Background: an optimization exercise with open tools, aiming at small area. Do not read the settings as production practice. Where RTL was checked, it was by simulation tests only, not by an equivalence proof against the original. The RTL of run 5 was laid out without a check of its function. Power is estimated from default activity; no workload was simulated.

$ cat flow/config.mk
export PLATFORM = sky130hd
export DESIGN_NAME = top
export DESIGN_NICKNAME = top
export VERILOG_FILES = /design/flow/design.v
export SDC_FILE = /design/flow/constraint.sdc
export NUM_CORES = 4
export LEC_CHECK = 0
export CAP_MARGIN = 20
export CORE_MARGIN = 2
export CORE_UTILIZATION = 40
export CTS_BUF_LIST = sky130_fd_sc_hd__clkbuf_8
export SLEW_MARGIN = 20
export BUFFER_PORTS_ARGS = -buffer_cell sky130_fd_sc_hd__buf_1
export CTS_ARGS = -sink_clustering_enable -repair_clock_nets -buf_list sky130_fd_sc_hd__clkbuf_8 -dont_use_dummy_load
$ cat flow/constraint.sdc
create_clock -name core_clock -period 10.0 [get_ports {CLK}]
set_input_delay 2.0000 -clock core_clock [delete_from_list [all_inputs] [get_ports {CLK}]]
set_output_delay 2.0000 -clock core_clock [all_outputs]
set_load 0.01 [all_outputs]
$ cat flow/design.v
module top (
    input CLK,     
    input RST,     
    input PIN_19,  
    output PIN_12,  
    output PIN_13,  
    output PIN_14,  
    output PIN_15,  
    output PIN_16,  
    output PIN_20,  
    output PIN_24,  
    output LED,    
    output USBPU   
);
    function [11:0] inc12(input [11:0] a);
      integer i;
      reg c;
      begin
        c = 1'b1;
        for (i = 0; i < 12; i = i + 1) begin
          inc12[i] = a[i] ^ c;
          c = c & a[i];
        end
      end
    endfunction
    function lt12(input [11:0] a, input [11:0] b);
      integer i;
      reg l;
      begin
        l = 1'b0;
        for (i = 0; i < 12; i = i + 1)
          l = (~a[i] & b[i]) | (~(a[i] ^ b[i]) & l);
        lt12 = l;
      end
    endfunction
    function [11:0] sub12(input [11:0] a, input [11:0] b);
      integer i;
      reg c;
      begin
        c = 1'b1;
        for (i = 0; i < 12; i = i + 1) begin
          sub12[i] = a[i] ^ ~b[i] ^ c;
          c = (a[i] & ~b[i]) | (a[i] & c) | (~b[i] & c);
        end
      end
    endfunction
    assign USBPU = 0;
    assign LED = 0;
    reg [3:0] sync;
    always @(posedge CLK) begin
      if (RST)
        sync <= 4'b1111;
      else
        sync <= {sync[2:0], PIN_19};
    end
    wire rx = sync[3];
    localparam [10:0] UART_MID = 11'd323;
    localparam [10:0] UART_END = 11'd497;
    reg [10:0] cnt;
    reg [3:0]  st;
    reg [7:0]  pos;
    wire [11:0] st_inc = inc12({9'd0, st[2:0]});
    wire [10:0] cnt_inc = {cnt[9:0], ~(cnt[10] ^ cnt[8])};
    wire cnt_end = (cnt == UART_END);
    wire cnt_mid = (cnt == UART_MID);
    always @(posedge CLK) begin
      if (RST) begin
        cnt <= 0;
        st  <= 0;
        pos <= 0;
      end else begin
        if (st[3]) begin
          if (!cnt_end)
            cnt <= cnt_inc;
          else begin
            cnt <= 0;
            pos[st[2:0]] <= rx;
            st <= (st == 4'd15) ? 4'd2 : {1'b1, st_inc[2:0]};
          end
        end else case (st[1:0])
          2'd0: begin
            cnt <= 0;
            if (!rx) st <= 4'd1;
          end
          2'd1: begin
            if (cnt_mid) begin
              cnt <= 0;
              st  <= rx ? 4'd0 : 4'd8;
            end else
              cnt <= cnt_inc;
          end
          2'd2: begin
            if (!cnt_end)
              cnt <= cnt_inc;
            else begin
              cnt <= 0;
              st  <= 4'd3;
            end
          end
          2'd3: begin
            cnt <= 0;
            st  <= 4'd0;
          end
        endcase
      end
    end
    reg [8:0] hc;
    reg [9:0] vc;
    wire [11:0] hc_inc = inc12({3'd0, hc});
    wire [11:0] vc_inc = inc12({2'd0, vc});
    wire hwrap = (hc == 9'd405);    
    always @(posedge CLK) begin
      if (RST) begin
        hc <= 9'd408;
        vc <= 0;
      end else begin
        hc <= hwrap ? 9'd409 : hc_inc[8:0];
        if (hwrap)
          vc <= (vc == 10'd524) ? 10'd0 : vc_inc[9:0];
      end
    end
    assign PIN_12 = ~(!lt12({3'd0, hc}, 12'd418) && lt12({3'd0, hc}, 12'd479));
    assign PIN_13 = ~(hwrap ? (vc == 10'd9 || vc == 10'd10)
                            : (vc == 10'd10 || vc == 10'd11));
    localparam [5:0] DB_28 = 6'd28;    
    reg [8:0] tone_hi;
    reg [10:0] tone_mid;
    reg [5:0] pre;
    wire pre_low0 = (pre[4:0] == 5'd0);
    wire pre_wrap = pre_low0 & ~pre[5];
    wire [11:0] tm_inc = inc12({1'b0, tone_mid});
    wire [11:0] th_inc = inc12({3'd0, tone_hi});
    always @(posedge CLK) begin
      if (RST) begin
        pre <= 6'd0;
        tone_mid <= 11'h7ff;
        tone_hi <= 9'h1ff;
      end else begin
        pre <= {pre[4:0], pre[5] ^ pre[4] ^ pre_low0};
        if (pre_wrap) begin
          tone_mid <= tm_inc[10:0];
          if (tone_mid == 11'h7ff)
            tone_hi <= th_inc[8:0];
        end
      end
    end
    wire [25:17] tone = tone_hi;
    wire [7:0] ramp = tone[25] ? tone[24:17] : ~tone[24:17];
    wire ramp0 = (ramp == 8'd0);
    wire wall = (~hc[8] & (hc[7:0] == ramp)) | ((hc == 9'h1ff) & ramp0);
    wire [11:0] d = sub12(inc12({3'd0, hc}), {4'd0, pos});    
    wire player = (pos[7:1] != 7'd0) && (d[11:2] == 10'd0) && (d[1:0] != 2'd3);
    wire vact = !lt12({2'd0, vc}, 12'd45);
    wire vrow = (vc[9:2] == 8'd18 && vc[1:0] != 2'd3 || vc[9:2] == 8'd17 && vc[1:0] == 2'd3);
    assign PIN_14 = vact & wall;
    assign PIN_15 = vrow & player;
    assign PIN_16 = vrow & wall & player;
    localparam [6:0] SRV_TERM = 7'd113;
    reg [6:0] pre_s;
    reg [11:0] PulseCount;
    reg RCServo_pulse;
    wire tick = (pre_s == SRV_TERM);
    always @(posedge CLK) begin
      if (RST) begin
        pre_s <= 0;
        PulseCount <= 0;
        RCServo_pulse <= 1'b0;
      end else begin
        pre_s <= tick ? 7'd0 : {pre_s[5:0], ~(pre_s[6] ^ pre_s[5])};
        if (tick)
          PulseCount <= inc12(PulseCount);
        RCServo_pulse <= lt12(PulseCount, {4'b0001, pos});
      end
    end
    assign PIN_24 = RCServo_pulse;
    localparam [8:0] NOTE_TERM = 9'd147;
    localparam [8:0] NOTE_RST  = 9'd374;
    reg [8:0] mnote;
    reg marm;
    reg wave_form;
    wire nterm = (mnote == NOTE_TERM);
    always @(posedge CLK) begin
      if (RST) begin
        mnote <= NOTE_RST;
        marm <= 1'b0;
        wave_form <= 1'b0;
      end else begin
        mnote <= nterm ? 9'd0 : {mnote[7:0], ~(mnote[8] ^ mnote[4])};
        if (tone_mid[10] & tone_mid[9] & ~tone_hi[0])
          marm <= 1'b1;
        if (marm & nterm & (pre == DB_28))
          wave_form <= ~wave_form;
      end
    end
    assign PIN_20 = wave_form;
endmodule
$ cat flow/flow/run.sh
#!/bin/bash
# The standard layout (standard.sh), with these changes:
#  - synthesis script flow/my_synth.tcl in place of synth_recipe.tcl (same
#    passes and registers; only the gate mapping of the logic differs);
#  - ports buffered with buf_1 (every port still gets its own buffer);
#  - clock tree of clkbuf_8 without dummy balancing loads.
# Full tool output goes to flow.log.
set -euo pipefail
here=$(pwd)
cat >> config.mk <<'EOC'
export BUFFER_PORTS_ARGS = -buffer_cell sky130_fd_sc_hd__buf_1
export CTS_ARGS = -sink_clustering_enable -repair_clock_nets -buf_list sky130_fd_sc_hd__clkbuf_8 -dont_use_dummy_load
EOC
sed "s#SYNTH_SCRIPT=[^ ]*#SYNTH_SCRIPT=$here/flow/my_synth.tcl#" standard.sh > my_standard.sh
grep -q "SYNTH_SCRIPT=$here/flow/my_synth.tcl" my_standard.sh
bash my_standard.sh > flow.log 2>&1
$ cat flow/flow/my_synth.tcl
# The standard synthesis (synth_recipe.tcl: same passes, same registers),
# with two changes to the gate mapping of the combinational logic:
#  - extract_fa is skipped, so adders stay plain gates for ABC;
#  - the final ABC mapping runs an area-oriented script (deep AIG
#    resynthesis, then area-recovering mapping) with a loose delay target,
#    once per seed in abc_seeds; the smallest result is kept.  Each
#    deepsyn run stops after 100 steps without improvement.
set ::my_synth_dir [file dirname [file normalize [info script]]]
set ::abc_seeds {1 2 3 4 5 6 7 8 9 10 11 12 13 14 15 16}

proc extract_fa {args} { puts "my_synth: extract_fa skipped" }

proc my_area {lib} {
  set f [file join $::env(OBJECTS_DIR) my_synth_stat.txt]
  yosys tee -q -o $f stat -liberty $lib
  set fh [open $f r]
  set txt [read $fh]
  close $fh
  if {![regexp {Chip area for module[^:]*:\s*([0-9.]+)} $txt -> a]} { error "my_synth: no area" }
  return $a
}

proc abc {args} {
  set out {}
  set skip 0
  set lib ""
  set prev ""
  foreach a $args {
    if {$prev eq "-liberty" && $lib eq ""} { set lib $a }
    set prev $a
    if {$skip} { set skip 0; continue }
    if {$a eq "-script" || $a eq "-D"} { set skip 1; continue }
    lappend out $a
  }
  lappend out -D 10000
  yosys design -save my_pre_abc
  set best ""
  foreach seed $::abc_seeds {
    yosys design -load my_pre_abc
    set sf [file join $::env(OBJECTS_DIR) my_abc_$seed.script]
    set fh [open $sf w]
    puts $fh "strash\n&get -n\n&deepsyn -J 100 -T 120 -S $seed\n&put\n&get -n\n&dch -f\n&nf -R 1000\n&put"
    close $fh
    yosys abc {*}$out -script $sf
    set a [my_area $lib]
    puts "my_synth: abc seed $seed area $a"
    if {$best eq "" || $a < $best} {
      set best $a
      yosys design -save my_best_abc
    }
  }
  yosys design -load my_best_abc
  puts "my_synth: kept area $best"
}

source [file join $::my_synth_dir .. synth_recipe.tcl]
$ cat flow/standard.sh
#!/bin/bash
# synth_recipe.tcl (not shown) runs the flow's synth.tcl, then flattens the netlist and writes it again
# the make line also repeats each setting of config.mk as NAME=value (left out here)
make -C /OpenROAD-flow-scripts/flow DESIGN_CONFIG=/design/flow/config.mk WORK_HOME=/design/flow/orfs CLKGATE_MAP_FILE= SYNTH_SCRIPT=/design/flow/synth_recipe.tcl "${@:-finish}"
==> flow_summary.yaml, run 1 <==
drt:
  drt-vias-per-instance: 5.428
  first_pass_iters: 4
  wl_per_cell_um: 12.66
  route.antenna.remaining_nets: 0
  wl_mm: 7.877
  drt_drc_violations_left: 0
  drt_iter0_markers: 199
  vias: 3376
placement:
  post-dp-hpwl_mm: 5.380
  io_buffers: 9
  routabilityCongestion: 0.8249
yosys:
  async_flop_share_pct: 0
  seq_area_frac_synth_pct: 48.60
  ys_ff_latch: 103
  synth_top_cells_by_area: "dfxtp_1 (49%), a21oi_1 (4.8%), nor2_1 (3.5%), xor2_1 (3.5%), and3_1 (2.9%)"
  synth_top_area_cell: "dfxtp_1"
  netlist_area_um2: 4243
  ys.flop_type: "dfxtp_1"
  synth_top_area_share_pct: 48.60
  synthDistinctLibCells: 46
  synthCells: 468
  synth_area_per_cell_um2: 9.066
  synth_edf_count: 0
  ys.warnings.count: 1
timing:
  slew_headroom_pct: 42.64
  setup_viol: 0
  post-route-min-period_ns: 4.969
  whs_ns: 0.4085
  fin_skew_ns: 0.02646
  timing.final.hold_violations: 0
  finalSetupTns_ns: 0
  clock.fmax_mhz: 201.2
  slew_viol_final: 0
  worst_slew_pin_slew_ns: 0.8525
  period_share_pct: 49.69
  rsz0062_at_grt: "no"
cts:
  hold_buffers: 0
  cts_root_buf: "clkbuf_8"
  cts_buffers: 9
  cts_resized: 0
  cts_tree: "built"
  clk_pin_slew_ns: 0.08
  clock_path_buffers: 2
  clock_latency_ns: 0.35
  post_cts_buffers: 0
  cts-htree-levels: 3
  numClockSinks: 103
worst_setup_path:
  cp_max_fo: 8
  criticalPathCategory: "flop to output port"
  worstPathRequired_ns: 8.00
  start_kind: "flop"
  arrival_ns: 2.97
  end_kind: "output port"
floorplan:
  pin_count: 12
  dieWidth_um: 107.0
  core-area_um2: 10320
  rows: 37
  start_util_pct: 41.10
  die_y_um: 107.0
  dieArea_um2: 11450
hold_path:
  hold_path.class: "flop to flop"
status:
  outcome: "finished clean"
grt:
  antenna_found_initial: 0
  grt_pass1_vias: 3184
  grt_max_degree: 79
  grt_pass1_wl_mm: 14.14
  grt_overflow: 0
  grt_use_total_pct: 15.09
final_layout:
  drive_gt1_share_pct: 2.263
  syn2layout_area_growth_pct: 7.667
  n_antenna_cell: 0
  fillers: 1015
  fin_nets: 491
power_and_ir_drop:
  ir_drop_mv: 0.07431
  p_leak_nw: 1.665
  p_per_area_nw_per_um2: 182.4
run:
  cap_viol_max_count: 0
==> where the power goes <==
group          switching, mW  internal (mW)  total [mW]  leakage, nW
logic                 0.0728         0.0663       0.139        0.761
registers             0.0455          0.449       0.494        0.839
clock network          0.119         0.0811       0.200       0.0647
total                  0.237          0.596       0.833         1.67
==> metrics by stage <==
stage	util (%)	total power [mW]	instances	setup slack, ns	instance area, µm²
final	44.25	0.8333	622	5.031	4568
after CTS	44.25	0.8449	622	5.031	4568
after global routing	44.25	0.8880	622	4.643	4568
after detailed placement	43.05	0.6418	613	5.447	4444
after floorplan	-	0.6096	469	5.621	4247
after global placement	43.05	0.6386	613	5.509	4444
==> flip-flops by register name, indices dropped and copies added, names as in the netlist <==
name	count
wave_form	1
tone_hi	9
RCServo_pulse	1
sync	4
mnote	9
marm	1
pre_s	7
tone_mid	11
st	4
pos	8
cnt	11
PulseCount	12
pre	6
hc	9
vc	10
==> cell usage in the layout, fill, tap and decap left out, drive strengths merged, types with 13 or more instances in the layout <==
| cell type | n |
|---|---|
| a21oi | 41 |
| nor2b | 13 |
| nand2 | 31 |
| and2 | 13 |
| nor2 | 40 |
| dfxtp | 103 |
| and3 | 20 |
| nor3 | 19 |
| clkinv | 17 |
| xnor2 | 13 |
| xor2 | 17 |
==> Yosys cell counts, types with 9 or more instances <==
master and instances:
xnor2_1 13, nor2_1 40, xor2_1 17, o21bai_1 10, and3_1 20, and2_0 13
a21oi_1 41, or2_0 9, nor4_1 9, a21o_1 12, nand2b_1 12, dfxtp_1 103
nand2_1 31, nand3_1 11, nor3_1 19, nor2b_1 13, clkinv_1 17
==> worst paths after layout <==
path | startpoint | endpoint | slack [ns] | cells after the start
worst max-delay path | hc[0] | PIN_16 | 5.03 | 11
worst max register to register | pre[1] | tone_hi[8] | 6.56 | 13
worst min register to register | sync[2] | sync[3] | 0.41 | 1
worst min-delay path | sync[2] | sync[3] | 0.41 | 1
==> critical path, stage by stage, from the launching register on <==
cell	delay [ns]
dfxtp_1	0.49
and3_1	0.29
or2_0	0.20
nor2_1	0.07
nand2b_1	0.14
a21oi_1	0.14
o31ai_1	0.08
a2111oi_0	0.45
o311ai_0	0.22
a211oi_1	0.25
nor2b_1	0.16
buf_1	0.16
==> routing by layer <==
metal / wire (µm) / GRT usage (%) / vias up
met4: 197 / 7.514 / 0
met5: 0 / 0 / -
met1: 4031 / 20.37 / 1570
li1: - / - / 1736
met3: 183 / 2.492 / 17
met2: 3465 / 23.38 / 53
==> area by class of cell <==
class / count / area (µm²) / share of cell area [%]
clock buffers: 9 / 123.9 / 2.712
inverters: 17 / 63.81 / 1.397
multi-input cells: 347 / 2106 / 46.10
flip-flops and latches: 103 / 2062 / 45.14
well taps: 136 / 170.2 / 3.725
repair buffers: 10 / 42.54 / 0.9313
==> cells by family after synthesis <==
| family | synth area share [%] |
|---|---|
| buf+inv | 1.858 |
| other cells | 0.08838 |
| simple gates | 24.98 |
| compound gates | 18.05 |
| xor+xnor | 6.193 |
| flops | 48.60 |
| mux | 0.2359 |
==> run 2: changes to the inputs <==
--- a/flow/design.v
+++ b/flow/design.v
@@ -62,6 +62,6 @@
     wire [11:0] st_inc = inc12({9'd0, st[2:0]});
     wire [10:0] cnt_inc = {cnt[9:0], ~(cnt[10] ^ cnt[8])};
-    wire cnt_end = (cnt == UART_END);
-    wire cnt_mid = (cnt == UART_MID);
+    wire cnt_end = ((cnt & 11'h5ff) == (UART_END & 11'h5ff));
+    wire cnt_mid = ((cnt & 11'h2df) == (UART_MID & 11'h2df));
     always @(posedge CLK) begin
       if (RST) begin
@@ -109,5 +109,5 @@
     wire [11:0] hc_inc = inc12({3'd0, hc});
     wire [11:0] vc_inc = inc12({2'd0, vc});
-    wire hwrap = (hc == 9'd405);    
+    wire hwrap = (hc[8:2] == 7'b1100101) & hc[0];    
     always @(posedge CLK) begin
       if (RST) begin
@@ -117,5 +117,5 @@
         hc <= hwrap ? 9'd409 : hc_inc[8:0];
         if (hwrap)
-          vc <= (vc == 10'd524) ? 10'd0 : vc_inc[9:0];
+          vc <= (vc[9] & vc[3] & vc[2]) ? 10'd0 : vc_inc[9:0];    
       end
     end
@@ -160,5 +160,5 @@
     reg [11:0] PulseCount;
     reg RCServo_pulse;
-    wire tick = (pre_s == SRV_TERM);
+    wire tick = ((pre_s & 7'h5f) == (SRV_TERM & 7'h5f));
     always @(posedge CLK) begin
       if (RST) begin
--- a/flow/flow/my_synth.tcl
+++ b/flow/flow/my_synth.tcl
@@ -7,5 +7,6 @@
 #    deepsyn run stops after 100 steps without improvement.
 set ::my_synth_dir [file dirname [file normalize [info script]]]
-set ::abc_seeds {1 2 3 4 5 6 7 8 9 10 11 12 13 14 15 16}
+set ::abc_seeds {}
+for {set i 1} {$i <= 32} {incr i} { lappend ::abc_seeds $i }
 
 proc extract_fa {args} { puts "my_synth: extract_fa skipped" }
==> run 2 against run 1 <==
Compared with the run above:
- maximum frequency down 0.58%
- combinational power shrank 17%
- power down 3.1%
- hold slack got worse by 0.0092 ns
- design area is 1.7% lower
- critical path depth up 1
- highest routed layer unchanged
- first-iteration DRC count decreased by 20%
- sequential power barely moved
- utilization down 0.36 points
- die area fell by 1.8%
- via count down 2.0%
- non-clock buffer count is the same
==> flow_summary.yaml, run 2 <==
cts:
  clock_latency_ns: 0.38
  cts_resized: 0
  numClockSinks: 103
  cts_buffers: 9
  hold_buffers: 0
  cts_tree: "built"
  post_cts_buffers: 0
  cts_root_buf: "clkbuf_8"
  cts-htree-levels: 3
  clk_pin_slew_ns: 0.10
  clock_path_buffers: 2
final_layout:
  top_regs: "PulseCount: 12 flops, cnt: 11 flops, tone_mid: 11 flops"
  syn2layout_area_growth_pct: 7.810
  largest_register: "PulseCount"
  finalInstanceArea_um2: 4491
  n_antenna_cell: 0
  final_common_cell: "dfxtp_1"
  fin_util_pct: 43.89
  largest_reg_flops: 12
  fin_nets: 504
  most-common-layout-cells: "dfxtp_1 (103), nor2_1 (50), a21oi_1 (39), nand2_1 (39), nor3_1 (28)"
  drive_gt1_share_pct: 2.204
floorplan:
  pin_count: 12
  rows: 37
  core-area_um2: 10230
  dieWidth_um: 106.0
  dieArea_um2: 11250
  die_y_um: 106.0
  start_util_pct: 40.71
power_and_ir_drop:
  comb_power_share_pct: 14.2
  ir_drop_mv: 0.09760
  pwr-share-clk_pct: 25.0
  p_int_mw: 0.5856
  p_per_area_nw_per_um2: 179.9
  power_frac_seq_pct: 60.8
  swShare_pct: 27.49
  power_switching_mw: 0.2221
  p_leak_nw: 1.593
yosys:
  yosysMostFrequentCell: "dfxtp_1"
  seq_area_frac_synth_pct: 49.50
  async_flop_share_pct: 0
  netlist_area_um2: 4165
  synth_top_area_cell: "dfxtp_1"
  synthCells: 481
  synth_edf_count: 0
  ys.flop_type: "dfxtp_1"
  synth_top_area_share_pct: 49.50
  synth_top_cells_by_area: "dfxtp_1 (50%), a21oi_1 (4.7%), nor2_1 (4.5%), xnor2_1 (4.2%), nand2_1 (3.5%)"
  synthDistinctLibCells: 44
  synth_area_per_cell_um2: 8.660
  ys.warnings.count: 1
  synthTopCellsByCount: "dfxtp_1 (103), nor2_1 (50), a21oi_1 (39), nand2_1 (39), nor3_1 (28)"
  ys_ff_latch: 103
worst_setup_path:
  worstPathRequired_ns: 8.00
  cp_max_fo: 10
  start_kind: "flop"
  startpoint: "hc[0]"
  arrival_ns: 3.00
  end_kind: "output port"
  rr_startpoint: "pre[1]"
  criticalPathCategory: "flop to output port"
drt:
  first_pass_iters: 4
  wl_per_cell_um: 12.54
  wl_mm: 7.964
  vias: 3308
  drt-vias-per-instance: 5.209
  drt_drc_violations_left: 0
  drt_iter0_markers: 160
  route.antenna.remaining_nets: 0
timing:
  whs_ns: 0.3993
  rsz0062_at_grt: "no"
  slew_headroom_pct: 31.41
  fin_skew_ns: 0.03417
  clock.fmax_mhz: 200.1
  worst_slew_pin_slew_ns: 1.018
  setup_viol: 0
  period_share_pct: 49.98
  post-route-min-period_ns: 4.998
  timing.final.hold_violations: 0
  setup_ws_ns: 5.002
  slew_viol_final: 0
  finalSetupTns_ns: 0
placement:
  routabilityCongestion: 0.8405
  post_dp_cell_area_um2: 4367
  dp_slack_ns: 5.383
  io_buffers: 9
  post-dp-hpwl_mm: 5.517
grt:
  grt_pass1_vias: 3090
  grt_max_degree: 48
  antenna_found_initial: 0
  grt_pass1_wl_mm: 14.05
  grt_overflow: 0
  grt_use_total_pct: 15.40
hold_path:
  hold_start: "sync[2]"
  hold_path.class: "flop to flop"
status:
  outcome: "finished clean"
run:
  cap_viol_max_count: 0
## run 2: cell types whose count changed in the layout (fill, tap and decap cells not counted), moves of 8 or more
cell,change
nand2_1,+8
xor2_1,-10
nor3_1,+9
o21bai_1,-8
o21ai_0,+16
and2_0,+10
nor2_1,+10
## run 2: cell families (layout without fill, tap and decap cells)
family / count (synthesis) / count (layout) / synth area share [%]
flops: 103 / 103 / 49.50
compound gates: 100 / 100 / 14.27
buf+inv: 19 / 36 / 1.892
fa+ha+maj: 1 / 1 / 0.2403
other cells: 1 / 2 / 0.09003
xor+xnor: 27 / 27 / 5.677
simple gates: 230 / 230 / 28.33
## run 2: final timing paths
kind	to	slack (ns)	depth (start not counted)
max	PIN_16	5.00	12
min	sync[3]	0.40	1
max reg2reg	tone_hi[8]	6.10	13
min reg2reg	sync[3]	0.40	1
## run 2: final cells by class
class / instances / area, µm²
fill: 1010 / 5741
tap: 136 / 170.2
inverter: 17 / 63.81
sequential: 103 / 2062
timing repair buffer: 10 / 42.54
clock buffer: 9 / 123.9
multi-input combinational: 360 / 2028
## run 2: stage by stage
stage,cells,power [mW]
after global routing,635,0.8573
final,635,0.8077
after CTS,635,0.8192
after detailed placement,626,0.6144
after floorplan,482,0.5867
after global placement,626,0.6117
## run 2: power groups by stage
stage | clock network [mW] | registers, mW | logic [mW]
after floorplan | 0 | 0.489 | 0.0981
after global placement | 0 | 0.498 | 0.113
after detailed placement | 0 | 0.499 | 0.115
after CTS | 0.213 | 0.490 | 0.116
after global routing | 0.229 | 0.498 | 0.131
final | 0.202 | 0.491 | 0.115
## run 2: worst max-delay path: stages (launching register included)
cell and delay, ns:
dfxtp_1 0.54, nand4_1 0.19, nor2_1 0.27, and2_0 0.24, a21oi_1 0.10, or2_0 0.23, a21oi_1 0.15, a21oi_1 0.05
nor4_1 0.31, nand2_1 0.09, a31oi_1 0.17, nor2b_1 0.14, buf_1 0.16
## run 2: per-layer routing
layer	vias to the layer above	part of all wire, %	routed length, µm	GRT usage (%)
met5	-	0	0	0
met4	0	1.5	120	5.733
met3	12	4.2	332	4.047
met2	56	44	3496	24.65
met1	1510	50	4014	19.99
li1	1730	-	-	-
==> run 3: changes to the inputs <==
==> flow/flow/my_synth.tcl (replaced) <==
# The standard synthesis (synth_recipe.tcl: same passes, same registers),
# with two changes to the gate mapping of the combinational logic:
#  - extract_fa is skipped, so adders stay plain gates for ABC;
#  - the final ABC mapping runs area-oriented scripts (deep AIG
#    resynthesis, then area-recovering mapping) with a loose delay target,
#    once per script variant and seed; the smallest result is kept.  Each
#    deepsyn run stops after 100 steps without improvement, so the result
#    does not depend on the machine's speed.
set ::my_synth_dir [file dirname [file normalize [info script]]]
set ::abc_seeds {}
for {set i 1} {$i <= 32} {incr i} { lappend ::abc_seeds $i }
set ::abc_pre [list "" "&syn2\n"]

proc extract_fa {args} { puts "my_synth: extract_fa skipped" }

proc my_area {lib} {
  set f [file join $::env(OBJECTS_DIR) my_synth_stat.txt]
  yosys tee -q -o $f stat -liberty $lib
  set fh [open $f r]
  set txt [read $fh]
  close $fh
  if {![regexp {Chip area for module[^:]*:\s*([0-9.]+)} $txt -> a]} { error "my_synth: no area" }
  return $a
}

proc abc {args} {
  set out {}
  set skip 0
  set lib ""
  set prev ""
  foreach a $args {
    if {$prev eq "-liberty" && $lib eq ""} { set lib $a }
    set prev $a
    if {$skip} { set skip 0; continue }
    if {$a eq "-script" || $a eq "-D"} { set skip 1; continue }
    lappend out $a
  }
  lappend out -D 10000
  yosys design -save my_pre_abc
  set best ""
  foreach pre $::abc_pre {
    foreach seed $::abc_seeds {
      yosys design -load my_pre_abc
      set sf [file join $::env(OBJECTS_DIR) my_abc.script]
      set fh [open $sf w]
      puts $fh "strash\n&get -n\n$pre&deepsyn -J 100 -T 120 -S $seed\n&put\n&get -n\n&dch -f\n&nf -R 1000\n&put"
      close $fh
      yosys abc {*}$out -script $sf
      set a [my_area $lib]
      puts "my_synth: abc pre '$pre' seed $seed area $a"
      if {$best eq "" || $a < $best} {
        set best $a
        yosys design -save my_best_abc
      }
    }
  }
  yosys design -load my_best_abc
  puts "my_synth: kept area $best"
}

source [file join $::my_synth_dir .. synth_recipe.tcl]
==> run 3 against run 2 <==
Compared with the run above:
- register-to-register slack improved by 0.38 ns
- sequential cell count unchanged
- combinational power increased by 14%
- critical path type unchanged
==> flow_summary.yaml, run 3 <==
timing:
  worst_slew_pin_slew_ns: 1.002
  setup_viol: 0
  slew_headroom_pct: 32.53
  clock.fmax_mhz: 216.8
  whs_ns: 0.4050
  period_share_pct: 46.12
  slew_viol_final: 0
  setup_ws_ns: 5.388
  post-route-min-period_ns: 4.612
  rsz0062_at_grt: "no"
  finalSetupTns_ns: 0
  fin_skew_ns: 0.03301
  timing.final.hold_violations: 0
power_and_ir_drop:
  swShare_pct: 28.05
  power_mw: 0.8193
  comb_power_share_pct: 16.0
  p_int_mw: 0.5895
  pwr-share-clk_pct: 24.7
  power_switching_mw: 0.2298
  p_per_area_nw_per_um2: 182.7
  power_frac_seq_pct: 59.4
  ir_drop_mv: 0.1242
  p_leak_nw: 1.639
worst_setup_path:
  path_cells: "clkinv_1 > or3_1 > nor2_1 > a21oi_1 > a211oi_1 > nand3_1 > a2111oi_0 > nor2b_1 > buf_1"
  cpPeakStageDelay_ns: 0.42
  criticalPathCategory: "flop to output port"
  end_kind: "output port"
  worstPathRequired_ns: 8.00
  start_kind: "flop"
  cp_num_buf_inv: 2
  cp_slowest_cell: "a2111oi_0"
  cp_max_fo: 5
  arrival_ns: 2.61
  crit_family: "simple AND/OR/NAND/NOR gates"
grt:
  grt_max_degree: 44
  grt_overflow: 0
  grt_use_total_pct: 14.88
  antenna_found_initial: 0
  grt_pass1_vias: 3072
  grt_pass1_wl_mm: 13.63
cts:
  cts_resized: 0
  clock_path_buffers: 2
  hold_buffers: 0
  cts_buffers: 9
  clk_pin_slew_ns: 0.10
  cts_root_buf: "clkbuf_8"
  numClockSinks: 103
  cts-htree-levels: 3
  cts_tree: "built"
  post_cts_buffers: 0
  clock_latency_ns: 0.37
final_layout:
  most-common-layout-cells: "dfxtp_1 (103), nor2_1 (56), nand2_1 (44), a21oi_1 (35), o21ai_0 (32)"
  drive_gt1_share_pct: 2.574
  fin_nets: 510
  syn2layout_area_growth_pct: 8.213
  top_regs: "PulseCount: 12 flops, cnt: 11 flops, tone_mid: 11 flops"
  n_antenna_cell: 0
  largest_reg_flops: 12
  largest_register: "PulseCount"
  final_common_cell: "dfxtp_1"
  fin_util_pct: 44.03
  fillers: 1012
yosys:
  yosysMostFrequentCell: "dfxtp_1"
  netlist_area_um2: 4144
  synthCells: 485
  ys.warnings.count: 1
  synthDistinctLibCells: 39
  synth_area_per_cell_um2: 8.544
  ys_ff_latch: 103
  synthTopCellsByCount: "dfxtp_1 (103), nor2_1 (56), nand2_1 (44)"
  synth_top_cells_by_area: "dfxtp_1 (50%), nor2_1 (5.1%), and3_1 (4.4%), a21oi_1 (4.2%), nand2_1 (4.0%)"
  synth_edf_count: 0
  seq_area_frac_synth_pct: 49.76
  async_flop_share_pct: 0
  synth_top_area_share_pct: 49.76
  ys.flop_type: "dfxtp_1"
  synth_top_area_cell: "dfxtp_1"
drt:
  first_pass_iters: 4
  drt-vias-per-instance: 5.165
  wl_mm: 7.880
  drt_iter0_markers: 110
  vias: 3311
  route.antenna.remaining_nets: 0
  drt_drc_violations_left: 0
  wl_per_cell_um: 12.29
floorplan:
  start_util_pct: 40.69
  pin_count: 12
  die_y_um: 105.8
  dieArea_um2: 11190
  dieWidth_um: 105.8
  core-area_um2: 10180
  rows: 37
run:
  cap_viol_max_count: 0
status:
  outcome: "finished clean"
placement:
  post-dp-hpwl_mm: 5.567
  routabilityCongestion: 0.7892
  dp_slack_ns: 5.712
  io_buffers: 9
hold_path:
  hold_path.class: "flop to flop"
-- run 3: changes by cell type after synthesis, moves of 4 or more --
cell      previous run  this run
nor2_1              50        56
a21oi_1             39        35
o21ai_0             23        33
xor2_1               7        12
nand2_1             39        44
xnor2_1             20        12
and2_0              23        13
and3_1              14        29
clkinv_1            17        12
-- run 3: worst register-to-register path, stage by stage (launching register included) --
cell and delay, ns:
dfxtp_1 0.31, nor2_1 0.14, a21oi_1 0.10, or2_0 0.23, nor2_1 0.16, and3_1 0.27, nand3_1 0.12, nor2_1 0.25
and3_1 0.23, and2_0 0.25, nand2_1 0.11, nor2_1 0.31, and3_1 0.25, and3_1 0.22, and2_0 0.23, a21oi_1 0.09
o21ai_0 0.16
-- run 3: worst paths after layout --
path              cells after the start    start  slack, ns          to
setup reg to reg                     16   pre[1]       6.48  tone_hi[6]
setup / recovery                      9   pos[4]       5.39      PIN_16
hold reg to reg                       1  sync[2]       0.41     sync[3]
hold / removal                        1  sync[2]       0.41     sync[3]
-- run 3: power groups by stage --
stage,registers (mW),logic (mW),clock network [mW]
floorplan,0.486,0.108,0
global placement,0.496,0.128,0
detailed placement,0.496,0.131,0
CTS,0.487,0.132,0.212
global route,0.494,0.153,0.224
finish,0.486,0.131,0.202
-- run 3: cells by family after synthesis --
| kind of cell | after synthesis | share of synthesized area (%) |
|---|---|---|
| AND/OR/NAND/NOR | 243 | 29.65 |
| flip-flops | 103 | 49.76 |
| AO/OA/AOI/OAI | 99 | 13.74 |
| XOR/XNOR | 24 | 5.072 |
| buffers and inverters | 14 | 1.449 |
| adder cells (fa/ha/maj) | 1 | 0.2416 |
| other | 1 | 0.09049 |
-- run 3: through the flow --
step,cells,instance area (µm²)
floorplan,486,4148
global placement,632,4360
detailed placement,632,4360
CTS,641,4484
global route,641,4484
finish,641,4484
-- run 3: layout make-up --
| type | instances | area (µm²) | share of cell area [%] |
|---|---|---|---|
| Inverter | 12 | 45.04 | 1.004 |
| Sequential cell | 103 | 2062 | 45.98 |
| Timing Repair Buffer | 12 | 57.56 | 1.283 |
| Clock buffer | 9 | 123.9 | 2.762 |
| Multi-Input combinational cell | 369 | 2026 | 45.17 |
| Tap cell | 136 | 170.2 | 3.795 |
-- run 3: routing by layer --
layer | global-route usage [%] | part of all wire, % | up-vias
met4 | 4.981 | 0.99 | 0
met2 | 23.32 | 44 | 26
met1 | 19.92 | 52 | 1521
li1 | - | - | 1755
met3 | 3.958 | 2.8 | 9
met5 | 0 | 0 | -
==> run 4: changes to the inputs <==
--- a/flow/flow/my_synth.tcl
+++ b/flow/flow/my_synth.tcl
@@ -10,5 +10,5 @@
 set ::abc_seeds {}
 for {set i 1} {$i <= 32} {incr i} { lappend ::abc_seeds $i }
-set ::abc_pre [list "" "&syn2\n"]
+set ::abc_pre [list "" "&syn2\n" "&synch2\n"]
 
 proc extract_fa {args} { puts "my_synth: extract_fa skipped" }
@@ -48,5 +48,5 @@
       yosys abc {*}$out -script $sf
       set a [my_area $lib]
-      puts "my_synth: abc pre '$pre' seed $seed area $a"
+      puts "my_synth: abc pre [string trim $pre] seed $seed area $a"
       if {$best eq "" || $a < $best} {
         set best $a
==> run 4 against run 3 <==
Compared with the run above:
- worst setup slack got worse by 0.23 ns
- combinational power fell by 8%
- synthesized cell count fell by 4.3%
- sequential share of layout area rose by 0.61 points
- via count fell by 4.2%
- final cell count fell by 4.1%
- clock-buffer cell count did not move
- register-to-register slack got worse by 0.28 ns
- clock power barely moved
- critical endpoint unchanged
- global-route usage barely moved
- critical path depth fell by 1
==> flow_summary.yaml, run 4 <==
worst_setup_path:
  criticalPathCategory: "flop to output port"
  arrival_ns: 2.85
  reg2reg_depth: 14
  ff2ff_setup_slack_ns: 6.20
  cp_max_fo: 8
  path_cells: "xnor2_1 > o311ai_0 > o21ai_0 > a2111oi_0 > o211ai_1 > a221oi_1 > nor2b_1 > buf_1"
  cp_slowest_cell: "dfxtp_1"
  startpoint: "hc[2]"
  rr_startpoint: "pre[1]"
  cp_num_buf_inv: 1
  start_kind: "flop"
  crit_family: "compound AO/OA/AOI/OAI gates"
  worstPathRequired_ns: 8.00
  end_kind: "output port"
  worstReg2RegEnd: "tone_hi[8]"
  cpPeakStageDelay_ns: 0.52
timing:
  slew_viol_final: 0
  setup_ws_ns: 5.153
  timing.final.hold_violations: 0
  clock.fmax_mhz: 206.3
  fin_skew_ns: 0.02867
  worst_slew_pin_slew_ns: 0.7821
  whs_ns: 0.4133
  slew_headroom_pct: 47.54
  period_share_pct: 48.47
  setup_viol: 0
  rsz0062_at_grt: "no"
  post-route-min-period_ns: 4.847
  finalSetupTns_ns: 0
yosys:
  synthCells: 464
  netlist_area_um2: 4104
  async_flop_share_pct: 0
  ys.flop_type: "dfxtp_1"
  synth_edf_count: 0
  synth_area_per_cell_um2: 8.845
  synth_top_cells_by_area: "dfxtp_1 (50%), xnor2_1 (4.7%), a21oi_1 (4.1%), o21ai_0 (3.9%), nand2_1 (3.7%)"
  synth_top_area_cell: "dfxtp_1"
  seq_area_frac_synth_pct: 50.24
  ys_ff_latch: 103
  ys.warnings.count: 1
  yosysMostFrequentCell: "dfxtp_1"
  synthTopCellsByCount: "dfxtp_1 (103), nand2_1 (40), nor2_1 (38)"
  synthDistinctLibCells: 41
  synth_top_area_share_pct: 50.24
floorplan:
  die_y_um: 105.3
  dieArea_um2: 11090
  start_util_pct: 41.60
  core-area_um2: 9864
  dieWidth_um: 105.3
  rows: 36
  pin_count: 12
final_layout:
  final_common_cell: "dfxtp_1"
  drive_gt1_share_pct: 2.282
  top_regs: "PulseCount: 12 flops, cnt: 11 flops, tone_mid: 11 flops"
  syn2layout_area_growth_pct: 7.835
  finalInstanceArea_um2: 4425
  fillers: 984
  most-common-layout-cells: "dfxtp_1 (103), nand2_1 (40), nor2_1 (38), a21oi_1 (34), o21ai_0 (31)"
  multi_input_area_um2: 1956
  seq_area_um2: 2062
  fin_nets: 487
  n_antenna_cell: 0
  largest_register: "PulseCount"
  largest_reg_flops: 12
hold_path:
  min_delay_path_depth: 1
  hold_path.class: "flop to flop"
  whs_endpoint: "sync[3]"
  hold_start: "sync[2]"
grt:
  grt_max_degree: 48
  grt_pass1_wl_mm: 13.67
  grt_overflow: 0
  antenna_found_initial: 0
  grt_use_total_pct: 14.93
  grt_pass1_vias: 3068
cts:
  post_cts_buffers: 0
  cts_root_buf: "clkbuf_8"
  clk_pin_slew_ns: 0.09
  clock_path_buffers: 2
  cts_resized: 0
  clock_latency_ns: 0.37
  cts_tree: "built"
  hold_buffers: 0
  numClockSinks: 103
  cts-htree-levels: 3
  cts_buffers: 9
drt:
  vias: 3171
  drt_iter0_markers: 99
  drt-vias-per-instance: 5.156
  wl_mm: 7.629
  wl_per_cell_um: 12.40
  drt_drc_violations_left: 0
  first_pass_iters: 4
  route.antenna.remaining_nets: 0
placement:
  routabilityCongestion: 0.8471
  io_buffers: 9
  post_dp_cell_area_um2: 4302
  dp_slack_ns: 5.003
  post-dp-hpwl_mm: 5.360
power_and_ir_drop:
  pwr-share-clk_pct: 24.8
  p_leak_nw: 1.592
  comb_power_share_pct: 14.8
  p_int_mw: 0.5896
  power_switching_mw: 0.2231
  ir_drop_mv: 0.06692
  power_frac_seq_pct: 60.4
  p_per_area_nw_per_um2: 183.6
  power_mw: 0.8127
  swShare_pct: 27.45
status:
  outcome: "finished clean"
run:
  cap_viol_max_count: 0
run 4: changes by cell type in the layout (fill, tap and decap cells not counted), sizes merged, moves of 4 or more:
cell	before	now
clkinv	12	20
nor2	56	38
xor2	12	7
xnor2	12	22
nand2b	7	2
nand2	44	40
a21o	2	9
and3	29	15
run 4: logic make-up after synthesis:
| kind of cell | after synthesis | synth area share, % |
|---|---|---|
| AO/OA/AOI/OAI | 104 | 15.03 |
| buffers and inverters | 22 | 2.195 |
| multiplexers | 2 | 0.4878 |
| AND/OR/NAND/NOR | 199 | 24.79 |
| flip-flops | 103 | 50.24 |
| other | 1 | 0.09138 |
| adder cells (fa/ha/maj) | 4 | 0.9756 |
| XOR/XNOR | 29 | 6.189 |
run 4: how the worst max path moves through the flow:
stage                  end  cells past startpoint
floorplan           PIN_16                      7
global placement     st[0]                     10
detailed placement   st[0]                     10
CTS                 PIN_16                      8
global route        PIN_16                      8
finish              PIN_16                      8
run 4: worst register-to-register path, delay by kind of cell, from the launching register on:
family,cells,cell delay [ns]
flip-flops,1,0.33
AO/OA/AOI/OAI,2,0.25
AND/OR/NAND/NOR,12,3.10
run 4: layout make-up:
cell class	instances	area share, %
Clock buffer	9	2.799
Inverter	20	1.696
Multi-Input combinational cell	340	44.19
Sequential cell	103	46.59
Tap cell	133	3.760
Timing Repair Buffer	10	0.9613
run 4: stage by stage:
step	utilization, %	cells
after floorplan	-	465
after global placement	43.61	606
after detailed placement	43.61	606
after CTS	44.86	615
after global routing	44.86	615
final	44.86	615
run 4: power groups by stage:
| stage | combinational (mW) | clock (mW) | sequential [mW] |
|---|---|---|---|
| final | 0.120 | 0.201 | 0.491 |
| after global routing | 0.139 | 0.227 | 0.497 |
| after CTS | 0.121 | 0.213 | 0.491 |
| after detailed placement | 0.121 | 0 | 0.500 |
| after global placement | 0.117 | 0 | 0.499 |
| after floorplan | 0.102 | 0 | 0.491 |
run 4: routing by layer:
layer,part of all wire [%],up-vias,track usage [%],wire length [µm]
met5,0,-,0,0
met4,1.1,0,4.952,84
met3,2.9,7,4.391,220
met2,45,28,24.75,3433
met1,51,1468,18.55,3891
li1,-,1668,-,-
==> run 5: changes to the inputs <==
--- a/flow/design.v
+++ b/flow/design.v
@@ -64,42 +64,25 @@
     wire cnt_end = ((cnt & 11'h5ff) == (UART_END & 11'h5ff));
     wire cnt_mid = ((cnt & 11'h2df) == (UART_MID & 11'h2df));
+    wire cnt_clr = st[3] ? cnt_end
+                 : (st[1:0] == 2'd1) ? cnt_mid
+                 : (st[1:0] == 2'd2) ? cnt_end
+                 : 1'b1;                        
+    always @(posedge CLK)
+      cnt <= cnt_clr ? 11'd0 : cnt_inc;
     always @(posedge CLK) begin
       if (RST) begin
-        cnt <= 0;
         st  <= 0;
         pos <= 0;
       end else begin
         if (st[3]) begin
-          if (!cnt_end)
-            cnt <= cnt_inc;
-          else begin
-            cnt <= 0;
+          if (cnt_end) begin
             pos[st[2:0]] <= rx;
             st <= (st == 4'd15) ? 4'd2 : {1'b1, st_inc[2:0]};
           end
         end else case (st[1:0])
-          2'd0: begin
-            cnt <= 0;
-            if (!rx) st <= 4'd1;
-          end
-          2'd1: begin
-            if (cnt_mid) begin
-              cnt <= 0;
-              st  <= rx ? 4'd0 : 4'd8;
-            end else
-              cnt <= cnt_inc;
-          end
-          2'd2: begin
-            if (!cnt_end)
-              cnt <= cnt_inc;
-            else begin
-              cnt <= 0;
-              st  <= 4'd3;
-            end
-          end
-          2'd3: begin
-            cnt <= 0;
-            st  <= 4'd0;
-          end
+          2'd0: if (!rx) st <= 4'd1;
+          2'd1: if (cnt_mid) st <= rx ? 4'd0 : 4'd8;
+          2'd2: if (cnt_end) st <= 4'd3;
+          2'd3: st <= 4'd0;
         endcase
       end
--- a/flow/flow/my_synth.tcl
+++ b/flow/flow/my_synth.tcl
@@ -10,5 +10,5 @@
 set ::abc_seeds {}
 for {set i 1} {$i <= 32} {incr i} { lappend ::abc_seeds $i }
-set ::abc_pre [list "" "&syn2\n" "&synch2\n"]
+set ::abc_pre [list "" "&syn2\n"]
 
 proc extract_fa {args} { puts "my_synth: extract_fa skipped" }
@@ -48,5 +48,5 @@
       yosys abc {*}$out -script $sf
       set a [my_area $lib]
-      puts "my_synth: abc pre [string trim $pre] seed $seed area $a"
+      puts "my_synth: abc pre '$pre' seed $seed area $a"
       if {$best eq "" || $a < $best} {
         set best $a
==> run 5 against run 4 <==
Compared with the run above:
- utilization down 0.91 points
- clock skew down 0.00085 ns
- sequential cell count unchanged
- sequential power about the same
- critical path depth up 2
- die area up 1.6%
- design area up 1.6%
- critical endpoint unchanged
==> flow_summary.yaml, run 5 <==
status:
  outcome: "finished clean"
floorplan:
  start_util_pct: 40.77
  pin_count: 12
  core-area_um2: 10230
  die_y_um: 106.1
  dieWidth_um: 106.1
  dieArea_um2: 11260
  rows: 37
final_layout:
  drive_gt1_share_pct: 2.277
  fin_util_pct: 43.95
  final_cells: 619
  fin_nets: 488
  largest_register: "PulseCount"
  top_regs: "PulseCount: 12 flops, cnt: 11 flops, tone_mid: 11 flops"
  most-common-layout-cells: "dfxtp_1 (103), a21oi_1 (49), nor2_1 (42), nand2_1 (26), nor3_1 (22)"
  n_antenna_cell: 0
  fillers: 992
  multi_input_area_um2: 2042
  syn2layout_area_growth_pct: 7.798
  largest_reg_flops: 12
  seq_area_um2: 2062
  final_common_cell: "dfxtp_1"
worst_setup_path:
  worstReg2RegEnd: "tone_hi[8]"
  criticalPathCategory: "flop to output port"
  reg2reg_depth: 12
  arrival_ns: 2.88
  end_kind: "output port"
  ff2ff_setup_slack_ns: 6.31
  worstPathRequired_ns: 8.00
  cp_max_fo: 8
  rr_startpoint: "pre[1]"
  start_kind: "flop"
cts:
  cts-htree-levels: 3
  cts_resized: 0
  hold_buffers: 0
  clock_latency_ns: 0.36
  numClockSinks: 103
  cts_root_buf: "clkbuf_8"
  cts_buffers: 9
  post_cts_buffers: 0
  clk_pin_slew_ns: 0.10
  cts_tree: "built"
  clock_path_buffers: 2
power_and_ir_drop:
  p_per_area_nw_per_um2: 183.8
  ir_drop_mv: 0.07773
  p_leak_nw: 1.642
  power_mw: 0.8263
drt:
  first_pass_iters: 4
  route.antenna.remaining_nets: 0
  vias: 3181
  wl_mm: 7.310
  wl_per_cell_um: 11.81
  drt_drc_violations_left: 0
  drt-vias-per-instance: 5.139
  drt_iter0_markers: 151
placement:
  post-dp-hpwl_mm: 5.067
  post-place-cells: 610
  io_buffers: 9
  routabilityCongestion: 0.7910
hold_path:
  hold_path.class: "flop to flop"
  whs_endpoint: "sync[1]"
  hold_start: "sync[0]"
  min_delay_path_depth: 1
timing:
  setup_viol: 0
  period_share_pct: 48.75
  timing.final.hold_violations: 0
  post-route-min-period_ns: 4.875
  worst_slew_pin_slew_ns: 0.9399
  rsz0062_at_grt: "no"
  clock.fmax_mhz: 205.1
  finalSetupTns_ns: 0
  slew_headroom_pct: 36.68
  slew_viol_final: 0
  fin_skew_ns: 0.02782
grt:
  grt_overflow: 0
  antenna_found_initial: 0
  grt_pass1_wl_mm: 13.05
  grt_pass1_vias: 3020
  grt_use_total_pct: 14.17
  grt_max_degree: 67
yosys:
  synth_edf_count: 0
  synth_top_area_share_pct: 49.43
  synth_area_per_cell_um2: 8.971
  ys.warnings.count: 1
  ys_ff_latch: 103
  synthCells: 465
  netlist_area_um2: 4172
  yosysMostFrequentCell: "dfxtp_1"
  synth_top_cells_by_area: "dfxtp_1 (49%), a21oi_1 (5.9%), nor2_1 (3.8%), xnor2_1 (3.6%), and2_0 (2.8%)"
  async_flop_share_pct: 0
  synthTopCellsByCount: "dfxtp_1 (103), a21oi_1 (49), nor2_1 (42)"
  synthDistinctLibCells: 42
  synth_top_area_cell: "dfxtp_1"
  ys.flop_type: "dfxtp_1"
  seq_area_frac_synth_pct: 49.43
run:
  cap_viol_max_count: 0
==> run 5: kinds of logic after synthesis <==
logic type / count (synthesis) / synth area share [%]
multiplexers: 2 / 0.5099
other: 1 / 0.08990
flip-flops: 103 / 49.43
AND/OR/NAND/NOR: 198 / 25.17
adder cells (fa/ha/maj): 2 / 0.4799
buffers and inverters: 17 / 1.709
XOR/XNOR: 28 / 5.879
AO/OA/AOI/OAI: 114 / 16.74
==> run 5: critical path: stages (launching register included) <==
cell	delay, ns
dfxtp_1	0.49
and4_1	0.36
nand3_1	0.16
xor2_1	0.20
nor2_1	0.15
o22ai_1	0.10
a21oi_1	0.11
o21ai_0	0.10
a2111oi_0	0.52
nor2b_1	0.19
buf_1	0.15
==> run 5: how the worst max path moves through the flow <==
stage	from	to	slack, ns	depth (start not counted)
global route	hc[0]	PIN_16	4.66	10
floorplan	hc[0]	PIN_16	5.46	9
finish	hc[0]	PIN_16	5.12	10
CTS	hc[0]	PIN_16	5.13	10
global placement	hc[0]	PIN_16	5.60	10
detailed placement	hc[0]	PIN_16	5.52	10
==> run 5: cell type report <==
class	count	area share [%]
clock buffer	9	2.755
multi-input combinational	346	45.41
sequential	103	45.85
inverter	15	1.252
timing repair buffer	10	0.9460
tap	136	3.784
==> run 5: per-layer routing <==
metal	vias up	GRT usage, %	wire length, µm
met5	-	0	0
li1	1678	-	-
met3	10	3.495	257
met4	0	5.639	108
met2	51	23.49	3282
met1	1442	17.66	3661
==> run 5: power by group <==
group	internal [mW]	leakage [nW]	switching, mW	total, mW
clock network	0.0810	0.0647	0.120	0.201
registers	0.451	0.839	0.0424	0.493
logic	0.0648	0.738	0.0674	0.132
total	0.596	1.64	0.230	0.826
==> run 5: metrics by stage <==
step / area (µm²) / setup slack (ns) / hold slack, ns
floorplan: 4175 / 5.464 / 0.3909
CTS: 4497 / 5.126 / 0.4231
global route: 4497 / 4.663 / 0.4549
detailed placement: 4373 / 5.516 / 0.3983
finish: 4497 / 5.125 / 0.4187
global placement: 4373 / 5.596 / 0.3935

## re-timing with driven ports
Ports are ideal in the flow. The routed layouts listed here were re-timed in OpenROAD.
Step 1 sets driving cells, clkbuf_16 on the clock port and buf_2 on the other inputs (assumed; they add their load-dependent delay and slew).
Step 2 times the ports against the registers' clock, not the clock port: input delays grow and output delays shrink by t, the midpoint of the rising clock arrivals with the driver on.
a / b / c = ideal / step 1 / step 2; a / b = the first two.
run	shift t [ns]	setup WS [ns]	worst data-port slew with drivers (ns)	pins driven straight from the clock port
run 1	0.367	5.031 / 5.000 / 5.368	0.03	1
run 2	0.386	5.002 / 4.971 / 5.358	0.04	1
run 3	0.380	5.388 / 5.357 / 5.737	0.03	1
run 4	0.385	5.153 / 5.121 / 5.041	0.04	1
run 5	0.377	5.125 / 5.091 / 5.468	0.03	1
After both steps setup and hold are still met in every run listed. For run 4, which loses most, drivers alone change the setup slack by -0.032 ns; drivers and shift together by -0.112 ns.
